Context: an optimization exercise on an open-source flow, tuned for small area. The choices shown serve that exercise and are no tape-out recipe. The RTL was checked by simulation tests, not by an equivalence proof against the original design. No activity file was given, so power comes from the tool's default toggle rates.

==> delta <==
==> flow/design.v <==
module Binary_to_BCD(
   input  [6:0] binary,
   output [3:0] Tens,
   output [3:0] Ones
   );
wire [5:0] y = binary[6:1];
wire [2:0] r;
wire [3:0] q;
assign r[0] = (y==6'd1) | (y==6'd3) | (y==6'd6) | (y==6'd8) | (y==6'd11) | (y==6'd13) |
    (y==6'd16) | (y==6'd18) | (y==6'd21) | (y==6'd23) | (y==6'd26) | (y==6'd28) |
    (y==6'd31) | (y==6'd33) | (y==6'd36) | (y==6'd38) | (y==6'd41) | (y==6'd43) |
    (y==6'd46) | (y==6'd48) | (y==6'd51) | (y==6'd53) | (y==6'd56) | (y==6'd58) |
    (y==6'd61) | (y==6'd63);
assign r[1] = (y==6'd2) | (y==6'd3) | (y==6'd7) | (y==6'd8) | (y==6'd12) | (y==6'd13) |
    (y==6'd17) | (y==6'd18) | (y==6'd22) | (y==6'd23) | (y==6'd27) | (y==6'd28) |
    (y==6'd32) | (y==6'd33) | (y==6'd37) | (y==6'd38) | (y==6'd42) | (y==6'd43) |
    (y==6'd47) | (y==6'd48) | (y==6'd52) | (y==6'd53) | (y==6'd57) | (y==6'd58) |
    (y==6'd62) | (y==6'd63);
assign r[2] = (y==6'd4) | (y==6'd9) | (y==6'd14) | (y==6'd19) | (y==6'd24) | (y==6'd29) |
    (y==6'd34) | (y==6'd39) | (y==6'd44) | (y==6'd49) | (y==6'd54) | (y==6'd59);
assign q[0] = (y==6'd5) | (y==6'd6) | (y==6'd7) | (y==6'd8) | (y==6'd9) | (y==6'd15) |
    (y==6'd16) | (y==6'd17) | (y==6'd18) | (y==6'd19) | (y==6'd25) | (y==6'd26) |
    (y==6'd27) | (y==6'd28) | (y==6'd29) | (y==6'd35) | (y==6'd36) | (y==6'd37) |
    (y==6'd38) | (y==6'd39) | (y==6'd45) | (y==6'd46) | (y==6'd47) | (y==6'd48) |
    (y==6'd49) | (y==6'd55) | (y==6'd56) | (y==6'd57) | (y==6'd58) | (y==6'd59);
assign q[1] = (y==6'd10) | (y==6'd11) | (y==6'd12) | (y==6'd13) | (y==6'd14) | (y==6'd15) |
    (y==6'd16) | (y==6'd17) | (y==6'd18) | (y==6'd19) | (y==6'd30) | (y==6'd31) |
    (y==6'd32) | (y==6'd33) | (y==6'd34) | (y==6'd35) | (y==6'd36) | (y==6'd37) |
    (y==6'd38) | (y==6'd39) | (y==6'd60) | (y==6'd61) | (y==6'd62) | (y==6'd63);
assign q[2] = (y==6'd20) | (y==6'd21) | (y==6'd22) | (y==6'd23) | (y==6'd24) | (y==6'd25) |
    (y==6'd26) | (y==6'd27) | (y==6'd28) | (y==6'd29) | (y==6'd30) | (y==6'd31) |
    (y==6'd32) | (y==6'd33) | (y==6'd34) | (y==6'd35) | (y==6'd36) | (y==6'd37) |
    (y==6'd38) | (y==6'd39);
assign q[3] = (y==6'd40) | (y==6'd41) | (y==6'd42) | (y==6'd43) | (y==6'd44) | (y==6'd45) |
    (y==6'd46) | (y==6'd47) | (y==6'd48) | (y==6'd49);
assign Ones = {r, binary[0]};
assign Tens = q;
endmodule
module LCD(
		sys_clk,
		sys_rst_n,
		Num2,
		Num3,
		Num4,
		DIO,
		SCLK,
		RCLK
		);
input sys_clk,sys_rst_n;
input[3:0] Num2;
input[3:0] Num3;
input[3:0] Num4;
output reg DIO;
output reg SCLK;
output reg RCLK;
localparam [18:0] LFSR_RST   = 19'h56192;   
localparam [18:0] LFSR_PAUSE = 19'h2b0c9;   
reg [18:0] lfsr;
reg clk;
wire pause = (lfsr == LFSR_PAUSE);
always @(posedge sys_clk or negedge sys_rst_n) begin
	if(!sys_rst_n) begin
		lfsr <= LFSR_RST;
		clk  <= 1'b0;
	end
	else begin
		lfsr <= {lfsr[17:0], lfsr[18] ^ lfsr[6] ^ pause};
		if (!pause)
			clk <= ~clk;
	end
end
wire lcd_en = !pause && !clk;
function [7:0] lut;
	input [3:0] n;
	lut = n[3] ? (n[1] ? 8'hc6 : n[0] ? 8'h90 : 8'h80) :     
	      n[2] ? (n[1] ? (n[0] ? 8'hf8 : 8'h82) : (n[0] ? 8'h92 : 8'h99)) :
	             (n[1] ? (n[0] ? 8'hb0 : 8'ha4) : (n[0] ? 8'hf9 : 8'hc0));
endfunction
reg [1:0] d;
reg       b;
reg [2:0] k;
reg [1:0] wc;
reg [3:0] dv;      
wire [7:0] seg = lut(dv);
wire dbit = b ? (k == ~{1'b0, d}) : (seg[~k] & !(d == 2'd2 && k == 3'd0));
always @(posedge sys_clk or negedge sys_rst_n) begin
	if(!sys_rst_n) begin
		d  <= 2'd0;
		b  <= 1'b1;
		k  <= 3'd3;
		wc <= 2'd3;
		DIO  <= 1'b0;
		SCLK <= 1'b0;
		RCLK <= 1'b0;
	end
	else if(lcd_en) begin
		if (wc != 2'd3) begin
			DIO <= dbit;
			if (wc == 2'd1) SCLK <= 1'b0;
			if (wc == 2'd2) SCLK <= 1'b1;
			if (wc == 2'd2) begin
				wc <= (k == 3'd7) ? 2'd3 : 2'd0;
				k  <= k + 1'b1;
			end
			else
				wc <= wc + 1'b1;
		end
		else begin
			if (!b || k == 3'd3) begin
				b  <= ~b;
				k  <= 3'd0;
				wc <= 2'd0;
			end
			else
				k <= k + 1'b1;
			if (b && k == 3'd0) RCLK <= 1'b0;
			if (b && k == 3'd1) RCLK <= 1'b1;
			if (b && k == 3'd2) d <= d + 1'b1;
		end
	end
end
always @(posedge sys_clk)
	if (lcd_en && wc == 2'd3 && b && k == 3'd3)
		case (d)
		2'd0: dv <= 4'd10;
		2'd1: dv <= Num2;
		2'd2: dv <= Num3;
		default: dv <= Num4;
		endcase
endmodule
module DS18B20(
  input             clk,                 
  input             rst_n,               
  input             one_wire_in,         
  output            one_wire_oe,         
  output     [15:0] temperature,         
  output reg [7:0]  LED,
  output            DIO,
  output            SCLK,
  output            RCLK
);
reg [25:0] led_lfsr;
wire led_step = (led_lfsr == 26'ha97ac3);
always @(posedge clk, negedge rst_n)
  if (!rst_n) begin
    led_lfsr <= 26'h254bd61;
    LED      <= 8'b10101010;
  end
  else begin
    led_lfsr <= {led_lfsr[24:0], led_lfsr[25] ^ led_lfsr[4] ^ led_step};
    if (led_step)
      LED <= LED + 1'b1;
  end
reg [5:0] div;
wire tick_1us = (div == 6'h0e);
always @(posedge clk, negedge rst_n)
  if (!rst_n)
    div <= 6'h04;
  else
    div <= {div[4:0], div[5] ^ div[4] ^ tick_1us};
localparam KP = 2'd0, KW = 2'd1, K6 = 2'd2, KR = 2'd3;
reg [1:0]  kind;
reg [1:0]  sub;
reg [3:0]  idx;         
reg        ph;          
reg [12:0] cnt;         
reg [12:0] tbuf;        
function hit;
  input [12:0] c;
  input [12:0] k;
  hit = ((c & k) == k);
endfunction
wire [15:0] wword = ph ? 16'hBECC : 16'h44CC;
wire        wb    = wword[idx];
wire        last  = (idx == 4'd15);
wire        slow0 = (kind == KW) && !wb;      
always @(posedge clk, negedge rst_n)
begin
  if (!rst_n)
  begin
    kind        <= KR;           
    sub         <= 2'd3;
    idx         <= 4'd15;
    ph          <= 1'b0;
    cnt         <= 13'd72;
    tbuf        <= 13'h001F;
  end
  else if (tick_1us)
  begin
    cnt <= cnt + 1'b1;
    case (kind)
      KP: case (sub)
            2'd0: sub <= 2'd1;
            2'd1: if (hit(cnt, 502)) sub <= 2'd2;
            2'd2: if (hit(cnt, 605)) begin
                    if (one_wire_in) begin cnt <= 0; sub <= 2'd0; end
                    else sub <= 2'd3;
                  end
            2'd3: if (hit(cnt, 1007)) begin kind <= KW; cnt <= 0; sub <= 2'd0; end
          endcase
      K6: if (one_wire_in || ((idx & 4'hB) == 4'hB && sub[0] && ph && hit(cnt, 13'h11B1))) begin    
            kind <= KP; cnt <= 0; sub <= 2'd0; idx <= 4'd0; ph <= 1'b1;
          end
          else if (cnt == 13'h1FFF) begin
            ph <= ~ph;
            if (ph) begin
              sub <= sub + 1'b1;
              if (sub == 2'd3)
                idx <= idx + 1'b1;
            end
          end
      default:   
          case (sub)
            2'd0: if (!slow0 || cnt[0]) sub <= 2'd1;
            2'd1: if (slow0 ? hit(cnt, 82) : cnt[1])
                    sub <= (kind == KR) ? 2'd2 : 2'd3;
            2'd2: if (hit(cnt, 14)) begin
                    case (idx)
                      4'd0:  tbuf[0]  <= one_wire_in;
                      4'd1:  tbuf[1]  <= one_wire_in;
                      4'd2:  tbuf[2]  <= one_wire_in;
                      4'd3:  tbuf[3]  <= one_wire_in;
                      4'd4:  tbuf[4]  <= one_wire_in;
                      4'd5:  tbuf[5]  <= one_wire_in;
                      4'd6:  tbuf[6]  <= one_wire_in;
                      4'd7:  tbuf[7]  <= one_wire_in;
                      4'd8:  tbuf[8]  <= one_wire_in;
                      4'd9:  tbuf[9]  <= one_wire_in;
                      4'd10: tbuf[10] <= one_wire_in;
                      4'd12: tbuf[12] <= one_wire_in;
                      default: ;
                    endcase
                    sub <= 2'd3;
                  end
            2'd3: if (kind == KR ? (last ? hit(cnt, 72) : hit(cnt, 71))
                                 : (last ? hit(cnt, 84) : hit(cnt, 83))) begin
                    idx <= idx + 1'b1;
                    cnt <= 0;
                    sub <= 2'd0;
                    if (last) begin
                      if (kind == KR) kind <= KP;
                      else begin
                        kind <= ph ? KR : K6;
                        ph   <= 1'b0;      
                      end
                    end
                  end
          endcase
    endcase
  end
end
assign one_wire_oe = (sub == 2'd1) && (kind != K6);
wire [3:0] lo = tbuf[3:0];
assign temperature[3:0]   = ((lo>=10)?(lo-4'd10):lo)>>1;
Binary_to_BCD U_Binary_to_BCD_1(.binary(tbuf[10:4]),
                                .Tens(temperature[11:8]),
                                .Ones(temperature[7:4])
                                );
assign temperature[15:12] = {3'b000, tbuf[12]};    
LCD U_LCD_1(
    .sys_clk(clk),
    .sys_rst_n(rst_n),
    .Num2(temperature[3:0]),
    .Num3(temperature[7:4]),
    .Num4(temperature[11:8]),
    .DIO(DIO),
    .SCLK(SCLK),
    .RCLK(RCLK)
    );
endmodule
==> flow/flow/run.sh <==
#!/bin/bash
# Layout flow: the standard layout (standard.sh) with three changes.
# 1. Synthesis skips ORFS's adder extraction (extract_fa, which also turns
#    the XOR/AND pairs of decoders into half-adder cells that ABC cannot
#    optimise). ABC maps with area-oriented scripts instead of the speed
#    script: deep AIG resynthesis (&deepsyn) then area-only mapping (&nf -a).
#    It is run from the same netlist with the eight scripts flow/area_N.abc
#    (deepsyn seeds 0..7) and the mapping with the smallest cell area is
#    kept. The registers are the same as in the standard synthesis.
# 2. Ports are buffered with buf_1 cells (buffer_ports -buffer_cell).
# 3. Clock tree synthesis uses clkbuf_8 buffers and inserts no dummy loads
#    (CTS's skew-balancing load cells); its other options are ORFS's.
# Logs: flow_synth.log (script generation), standard_flow.log (make), and
# ORFS's per-step logs under orfs/logs/ (1_2_yosys.log lists each ABC run's
# area).
set -euo pipefail
W=$(cd "$(dirname "${BASH_SOURCE[0]}")/.." && pwd)
cd "$W"
mkdir -p "$W/flow_synth"
python3 - "$W" > "$W/flow_synth.log" 2>&1 <<'P'
import os, sys
w = sys.argv[1]
src = open(os.path.join(os.environ["FLOW_HOME"], "scripts", "synth.tcl")).read()
old = '[dont_use_adder_kinds] ne "none"\n}'
assert src.count(old) == 1, "adder step not found"
src = src.replace(old, '[dont_use_adder_kinds] ne "none" && 0\n}')
abc = "  log_cmd abc {*}$abc_args\n"
assert src.count(abc) == 1, "abc call not found"
multi = """  design -save my_pre_abc
  set my_best 1e30
  foreach my_s {0 1 2 3 4 5 6 7} {
    design -load my_pre_abc
    set my_args $abc_args
    lset my_args 1 %s/flow/area_$my_s.abc
    log_cmd abc {*}$my_args
    set my_out [tee -q -s result.string stat {*}$lib_args]
    if { ![regexp {Chip area for module [^:]*: ([0-9.]+)} $my_out -> my_a] } {
      error "no area from stat"
    }
    puts "ABC run $my_s: area $my_a"
    if { $my_a < $my_best } {
      set my_best $my_a
      design -save my_best
    }
  }
  design -load my_best
  puts "kept ABC mapping with area $my_best"
""" % w
src = src.replace(abc, multi)
open(os.path.join(w, "flow_synth", "synth.tcl"), "w").write(src)
b = open(os.path.join(w, "synth_recipe.tcl")).read()
line = "source $::env(SCRIPTS_DIR)/synth.tcl"
assert b.count(line) == 1, "synth_recipe.tcl changed"
b = b.replace(line, "source %s/flow_synth/synth.tcl" % w)
open(os.path.join(w, "flow_synth", "synth_recipe.tcl"), "w").write(b)
print("synthesis scripts written")
P
bash standard.sh SYNTH_SCRIPT="$W/flow_synth/synth_recipe.tcl" \
  BUFFER_PORTS_ARGS="-buffer_cell sky130_fd_sc_hd__buf_1" \
  CTS_ARGS="-sink_clustering_enable -repair_clock_nets -buf_list sky130_fd_sc_hd__clkbuf_8 -dont_use_dummy_load" \
  finish > "$W/standard_flow.log" 2>&1
==> flow/flow/area_0.abc <==
&get -n
&st
&deepsyn -J 300 -T 3000 -S 0
&nf -a -R 1000
&put
==> flow/flow/area_1.abc <==
&get -n
&st
&deepsyn -J 300 -T 3000 -S 1
&nf -a -R 1000
&put
==> flow/flow/area_2.abc <==
&get -n
&st
&deepsyn -J 300 -T 3000 -S 2
&nf -a -R 1000
&put
==> flow/flow/area_3.abc <==
&get -n
&st
&deepsyn -J 300 -T 3000 -S 3
&nf -a -R 1000
&put
==> flow/flow/area_4.abc <==
&get -n
&st
&deepsyn -J 300 -T 3000 -S 4
&nf -a -R 1000
&put
==> flow/flow/area_5.abc <==
&get -n
&st
&deepsyn -J 300 -T 3000 -S 5
&nf -a -R 1000
&put
==> flow/flow/area_6.abc <==
&get -n
&st
&deepsyn -J 300 -T 3000 -S 6
&nf -a -R 1000
&put
==> flow/flow/area_7.abc <==
&get -n
&st
&deepsyn -J 300 -T 3000 -S 7
&nf -a -R 1000
&put
==> flow/standard.sh <==
#!/bin/bash
# synth_recipe.tcl (not shown) runs the flow's synth.tcl, then flattens the netlist and writes it again
# the make line also repeats each setting of config.mk as NAME=value (left out here)
make -C /OpenROAD-flow-scripts/flow DESIGN_CONFIG=/design/flow/config.mk WORK_HOME=/design/flow/orfs CLKGATE_MAP_FILE= SYNTH_SCRIPT=/design/flow/synth_recipe.tcl "${@:-finish}"
==> flow/config.mk <==
export PLATFORM = sky130hd
export DESIGN_NAME = DS18B20
export DESIGN_NICKNAME = DS18B20
export VERILOG_FILES = /design/flow/design.v
export SDC_FILE = /design/flow/constraint.sdc
export NUM_CORES = 4
export LEC_CHECK = 0
export CAP_MARGIN = 0
export CORE_MARGIN = 2
export CORE_UTILIZATION = 40
export SLEW_MARGIN = 0
==> flow/constraint.sdc <==
create_clock -name core_clock -period 20.0 [get_ports {clk}]
set_input_delay 4.0000 -clock core_clock [delete_from_list [all_inputs] [get_ports {clk}]]
set_output_delay 4.0000 -clock core_clock [all_outputs]
set_load 0.01 [all_outputs]
==> inputs of garnet, as changes to delta <==
==> flow/flow/run.sh (replaced) <==
#!/bin/bash
# Layout flow: the standard layout (standard.sh) with two changes.
# 1. Synthesis skips ORFS's adder extraction (extract_fa, which also turns
#    the XOR/AND pairs of decoders into half-adder cells that ABC cannot
#    optimise) and ABC maps with the area-oriented script flow/area.abc
#    (deep AIG resynthesis, then area-only mapping) instead of the speed
#    script. The registers are the same as in the standard synthesis.
# 2. Ports are buffered with buf_1 cells (buffer_ports -buffer_cell).
# 3. Clock tree synthesis uses clkbuf_8 buffers and inserts no dummy loads
#    (CTS's skew-balancing load cells); its other options are ORFS's.
# Logs: flow_synth.log (script generation), standard_flow.log (make), and
# ORFS's per-step logs under orfs/logs/.
set -euo pipefail
W=$(cd "$(dirname "${BASH_SOURCE[0]}")/.." && pwd)
cd "$W"
mkdir -p "$W/flow_synth"
python3 - "$W" > "$W/flow_synth.log" 2>&1 <<'P'
import os, sys
w = sys.argv[1]
src = open(os.path.join(os.environ["FLOW_HOME"], "scripts", "synth.tcl")).read()
old = '[dont_use_adder_kinds] ne "none"\n}'
assert src.count(old) == 1, "adder step not found"
src = src.replace(old, '[dont_use_adder_kinds] ne "none" && 0\n}')
pre = "source $::env(SCRIPTS_DIR)/synth_preamble.tcl"
assert src.count(pre) == 1, "preamble not found"
src = src.replace(pre, pre + "\nlset abc_args 1 %s/flow/area.abc" % w)
open(os.path.join(w, "flow_synth", "synth.tcl"), "w").write(src)
b = open(os.path.join(w, "synth_recipe.tcl")).read()
line = "source $::env(SCRIPTS_DIR)/synth.tcl"
assert b.count(line) == 1, "synth_recipe.tcl changed"
b = b.replace(line, "source %s/flow_synth/synth.tcl" % w)
open(os.path.join(w, "flow_synth", "synth_recipe.tcl"), "w").write(b)
print("synthesis scripts written")
P
bash standard.sh SYNTH_SCRIPT="$W/flow_synth/synth_recipe.tcl" \
  BUFFER_PORTS_ARGS="-buffer_cell sky130_fd_sc_hd__buf_1" \
  CTS_ARGS="-sink_clustering_enable -repair_clock_nets -buf_list sky130_fd_sc_hd__clkbuf_8 -dont_use_dummy_load" \
  finish > "$W/standard_flow.log" 2>&1
==> flow/flow/area.abc (new file) <==
&get -n
&st
&deepsyn -J 300 -T 400
&nf -a -R 1000
&put
Settings changed: CAP_MARGIN 0 to 20, SLEW_MARGIN 0 to 20.
removed: flow/flow/area_0.abc
removed: flow/flow/area_1.abc
removed: flow/flow/area_2.abc
removed: flow/flow/area_3.abc
removed: flow/flow/area_4.abc
removed: flow/flow/area_5.abc
removed: flow/flow/area_6.abc
removed: flow/flow/area_7.abc
==> comparison table <==
quantity	garnet	delta
GRT Resource Usage Total	0.146	0.146
Run status	no timing/DRC/antenna violations	no timing/DRC/antenna violations
Worst Hold Path EP	div[1]$_DFF_PN0_	led_lfsr[13]$_DFF_PN1_
Post-layout power	0.330 mW	0.326 mW
Amount of wire on met2 after detailed routing	3960 µm	3800 µm
Ratio of final minimum period to clock period	0.346	0.322
Met2 usage in global routing	0.225	0.217
Placeable core region	11500 µm²	11300 µm²
DRT met1 WL	4300 µm	4320 µm
Global-route wire length before repair	15100 µm	14800 µm
Estimated wirelength of the detail-placed design	6180 µm	6040 µm
Vertical die dimension	112 µm	111 µm
Worst vdd rail ir drop	0.0322 mV	0.0320 mV

==> separate check: timing with driven ports <==
No port has a modelled driver above. Below, the same layouts with a new extraction and two added sets of constraints.
Step 1 (the two cells are an assumption about what drives the block):
set clk [get_ports {clk}]
set_driving_cell -lib_cell sky130_fd_sc_hd__clkbuf_16 $clk
set_driving_cell -lib_cell sky130_fd_sc_hd__buf_2 [delete_from_list [all_inputs] $clk]
Step 2 moves the port delays by t, midway between the first and last clock arrival at a register: inputs arrive t later, outputs are due t later. That takes back most of the time a late clock gives input paths.
Three values: no drivers, after step 1, after step 2; two values: the first two.
run | t, ns | setup WS [ns] | worst setup path after step 2 | worst data-port slew with drivers (ns)
delta | 0.381 | 13.569 / 13.536 / 13.622 | input to register | 0.03
garnet | 0.386 | 13.081 / 13.046 / 13.432 | register to output | 0.03
After both steps every run listed still meets setup and hold.
